Background: an optimization exercise with open tools, aiming at small area. Do not read the settings as production practice.
Only simulation tests tie the RTL to the original design; equivalence was not proved.
No activity file was given, so power comes from the tool's default toggle rates.

==> flow/design.v (excerpt) <==
module vga_top(
	input ClkPort,
	input BtnC,                  
	input BtnU, BtnD, BtnL, BtnR,
	input [18:0] FallDiv,        
	output hSync, vSync,
	output [3:0] vgaR, vgaG, vgaB,
	output An0, An1, An2, An3, An4, An5, An6, An7,
	output Ca, Cb, Cc, Cd, Ce, Cf, Cg, Dp,
	output MemOE, MemWR, RamCS, QuadSpiFlashCS
	);
==> flow/config.mk <==
export PLATFORM = sky130hd
export DESIGN_NAME = vga_top
export DESIGN_NICKNAME = vga_top
export VERILOG_FILES = /design/flow/design.v
export SDC_FILE = /design/flow/constraint.sdc
export NUM_CORES = 4
export LEC_CHECK = 0
export CAP_MARGIN = 20
export CORE_MARGIN = 2
export CORE_UTILIZATION = 40
export SLEW_MARGIN = 20
==> flow/constraint.sdc <==
create_clock -name core_clock -period 100.0 [get_ports {ClkPort}]
set_input_delay 20.0000 -clock core_clock [delete_from_list [all_inputs] [get_ports {ClkPort}]]
set_output_delay 20.0000 -clock core_clock [all_outputs]
set_load 0.01 [all_outputs]
standard.sh (not shown) runs the stock make flow with config.mk's settings and CLKGATE_MAP_FILE= SYNTH_SCRIPT=/design/flow/synth_recipe.tcl, a recipe that flattens the netlist after the stock synthesis.
==> flow/flow/run.sh <==
#!/bin/bash
# Layout flow: the standard synthesis, then an area-oriented re-mapping of
# its combinational logic (registers untouched), then the standard ORFS steps
# with minimum-size port buffers and a clock tree of small buffers without
# dummy balancing loads.
set -euo pipefail
HERE=$(pwd)
FLOWDIR=$HERE/flow
RES=$HERE/orfs/results/$FLOW_PLATFORM/vga_top/base
LIB=$FLOW_HOME/platforms/$FLOW_PLATFORM/lib/sky130_fd_sc_hd__tt_025C_1v80.lib

# 1. standard synthesis
bash standard.sh synth > synth.log 2>&1

# 2. re-map the combinational logic for area; flip-flops keep their names and cells
cp $RES/1_2_yosys.v $HERE/std_synth.v
DU="-dont_use sky130_fd_sc_hd__lpflow_bleeder_1 -dont_use sky130_fd_sc_hd__lpflow_clkbufkapwr_1 -dont_use sky130_fd_sc_hd__lpflow_clkbufkapwr_16 -dont_use sky130_fd_sc_hd__lpflow_clkbufkapwr_2 -dont_use sky130_fd_sc_hd__lpflow_clkbufkapwr_4 -dont_use sky130_fd_sc_hd__lpflow_clkbufkapwr_8 -dont_use sky130_fd_sc_hd__lpflow_clkinvkapwr_1 -dont_use sky130_fd_sc_hd__lpflow_clkinvkapwr_16 -dont_use sky130_fd_sc_hd__lpflow_clkinvkapwr_2 -dont_use sky130_fd_sc_hd__lpflow_clkinvkapwr_4 -dont_use sky130_fd_sc_hd__lpflow_clkinvkapwr_8 -dont_use sky130_fd_sc_hd__lpflow_decapkapwr_12 -dont_use sky130_fd_sc_hd__lpflow_decapkapwr_3 -dont_use sky130_fd_sc_hd__lpflow_decapkapwr_4 -dont_use sky130_fd_sc_hd__lpflow_decapkapwr_6 -dont_use sky130_fd_sc_hd__lpflow_decapkapwr_8 -dont_use sky130_fd_sc_hd__lpflow_inputiso0n_1 -dont_use sky130_fd_sc_hd__lpflow_inputiso0p_1 -dont_use sky130_fd_sc_hd__lpflow_inputiso1n_1 -dont_use sky130_fd_sc_hd__lpflow_inputiso1p_1 -dont_use sky130_fd_sc_hd__lpflow_inputisolatch_1 -dont_use sky130_fd_sc_hd__lpflow_isobufsrc_1 -dont_use sky130_fd_sc_hd__lpflow_isobufsrc_16 -dont_use sky130_fd_sc_hd__lpflow_isobufsrc_2 -dont_use sky130_fd_sc_hd__lpflow_isobufsrc_4 -dont_use sky130_fd_sc_hd__lpflow_isobufsrc_8 -dont_use sky130_fd_sc_hd__lpflow_isobufsrckapwr_16 -dont_use sky130_fd_sc_hd__lpflow_lsbuf_lh_hl_isowell_tap_1 -dont_use sky130_fd_sc_hd__lpflow_lsbuf_lh_hl_isowell_tap_2 -dont_use sky130_fd_sc_hd__lpflow_lsbuf_lh_hl_isowell_tap_4 -dont_use sky130_fd_sc_hd__lpflow_lsbuf_lh_isowell_4 -dont_use sky130_fd_sc_hd__lpflow_lsbuf_lh_isowell_tap_1 -dont_use sky130_fd_sc_hd__lpflow_lsbuf_lh_isowell_tap_2 -dont_use sky130_fd_sc_hd__lpflow_lsbuf_lh_isowell_tap_4 -dont_use sky130_fd_sc_hd__probe_p_8 -dont_use sky130_fd_sc_hd__probec_p_8"
cat > reopt.ys <<EOS
read_liberty -ignore_miss_func -ignore_miss_dir $LIB
setattr -mod -set keep_hierarchy 1 sky130_fd_sc_hd__df* sky130_fd_sc_hd__edf* sky130_fd_sc_hd__sdf*
read_verilog $HERE/std_synth.v
hierarchy -top vga_top
flatten
rename -hide w:_*_.*
opt_clean -purge
select vga_top
techmap
opt -fast -purge
abc -script $FLOWDIR/reopt.abc -liberty $LIB $DU
opt_clean -purge
hilomap -singleton -hicell sky130_fd_sc_hd__conb_1 HI -locell sky130_fd_sc_hd__conb_1 LO
splitnets
opt_clean -purge
select -clear
tee -o $HERE/reopt_stat.txt stat -liberty $LIB
delete sky130_fd_sc_hd__df* sky130_fd_sc_hd__edf* sky130_fd_sc_hd__sdf*
write_verilog -noattr -nohex -nodec $HERE/reopt.v
EOS
yosys -s reopt.ys > reopt.log 2>&1 || echo "yosys re-mapping failed" >> reopt.log
# keep the re-mapped netlist only if it has the same flip-flop instances
flops() { grep -oE '^ *sky130_fd_sc_hd__(df|edf|sdf)[a-z0-9_]+ +[^ ]+' "$1" | sed 's/^ *//' | sort; }
if [[ -s $HERE/reopt.v ]] && cmp -s <(flops $HERE/std_synth.v) <(flops $HERE/reopt.v); then
  cp $HERE/reopt.v $RES/1_2_yosys.v
else
  echo "re-mapped netlist rejected: flip-flops differ" >> reopt.log
  cp $HERE/std_synth.v $RES/1_2_yosys.v
fi
rm -f $RES/1_synth.odb $RES/1_synth.sdc

# 3. the rest of the standard flow
bash standard.sh BUFFER_PORTS_ARGS="-buffer_cell sky130_fd_sc_hd__buf_1" \
  CTS_ARGS="-sink_clustering_enable -repair_clock_nets -buf_list sky130_fd_sc_hd__clkbuf_4 -dont_use_dummy_load" \
  SKIP_REPAIR_TIE_FANOUT=1 GPL_TIMING_DRIVEN=0 CAP_MARGIN=0 SLEW_MARGIN=0 \
  finish > layout.log 2>&1
==> flow/flow/reopt.abc <==
strash
&get -n
&deepsyn -J 50 -T 120
&put
dch -f
amap
topo
The first run completed with no timing, DRC or antenna violations.
Next try:
--- a/flow/flow/run.sh
+++ b/flow/flow/run.sh
@@ -18,5 +18,5 @@
 cat > reopt.ys <<EOS
 read_liberty -ignore_miss_func -ignore_miss_dir $LIB
-setattr -mod -set keep_hierarchy 1 sky130_fd_sc_hd__df* sky130_fd_sc_hd__edf* sky130_fd_sc_hd__sdf*
+setattr -mod -set keep_hierarchy 1 sky130_fd_sc_hd__dfxtp_1
 read_verilog $HERE/std_synth.v
 hierarchy -top vga_top
@@ -34,16 +34,9 @@
 select -clear
 tee -o $HERE/reopt_stat.txt stat -liberty $LIB
-delete sky130_fd_sc_hd__df* sky130_fd_sc_hd__edf* sky130_fd_sc_hd__sdf*
+delete sky130_fd_sc_hd__dfxtp_1
 write_verilog -noattr -nohex -nodec $HERE/reopt.v
 EOS
-yosys -s reopt.ys > reopt.log 2>&1 || echo "yosys re-mapping failed" >> reopt.log
-# keep the re-mapped netlist only if it has the same flip-flop instances
-flops() { grep -oE '^ *sky130_fd_sc_hd__(df|edf|sdf)[a-z0-9_]+ +[^ ]+' "$1" | sed 's/^ *//' | sort; }
-if [[ -s $HERE/reopt.v ]] && cmp -s <(flops $HERE/std_synth.v) <(flops $HERE/reopt.v); then
-  cp $HERE/reopt.v $RES/1_2_yosys.v
-else
-  echo "re-mapped netlist rejected: flip-flops differ" >> reopt.log
-  cp $HERE/std_synth.v $RES/1_2_yosys.v
-fi
+yosys -s reopt.ys > reopt.log 2>&1
+cp $HERE/reopt.v $RES/1_2_yosys.v
 rm -f $RES/1_synth.odb $RES/1_synth.sdc
 
==> flow/flow/reopt.abc (replaced) <==
strash
&get -n
&deepsyn -T 20
&put
dch -f
amap
topo
Global-route usage is unchanged.
Synthesized area stays the same.
Clock-buffer cell count does not change.
Setup slack stays the same.
Wire length stays the same.
Critical path depth stays the same.
Cell area does not change.
Total power is unchanged.
Core utilization does not change.
Synthesized cell count stays the same.

[port drivers added, routing unchanged]
How much do the figures lean on ideal ports? The routed layouts below were timed once more, with nothing changed but the port constraints.
Step 1, drivers: a clkbuf_16 drives ClkPort and a buf_2 each remaining input, both assumed.
Step 2 times the ports against the registers' clock, not the clock port: input delays grow and output delays shrink by t, the midpoint of the rising clock arrivals with the driver on.
a / b / c = ideal / step 1 / step 2; a / b = the first two.
run	t, ns	slack for setup (ns)	hold WS [ns]	latest minus earliest clock arrival (ns)	worst slew at a driven data input, ns
the first run	0.533	74.102 / 74.067 / 74.600	0.417 / 0.417 / 0.417	0.036 / 0.036	0.03
the second run	0.533	74.102 / 74.067 / 74.600	0.417 / 0.417 / 0.417	0.036 / 0.036	0.03
After both steps setup and hold are still met in every run listed.
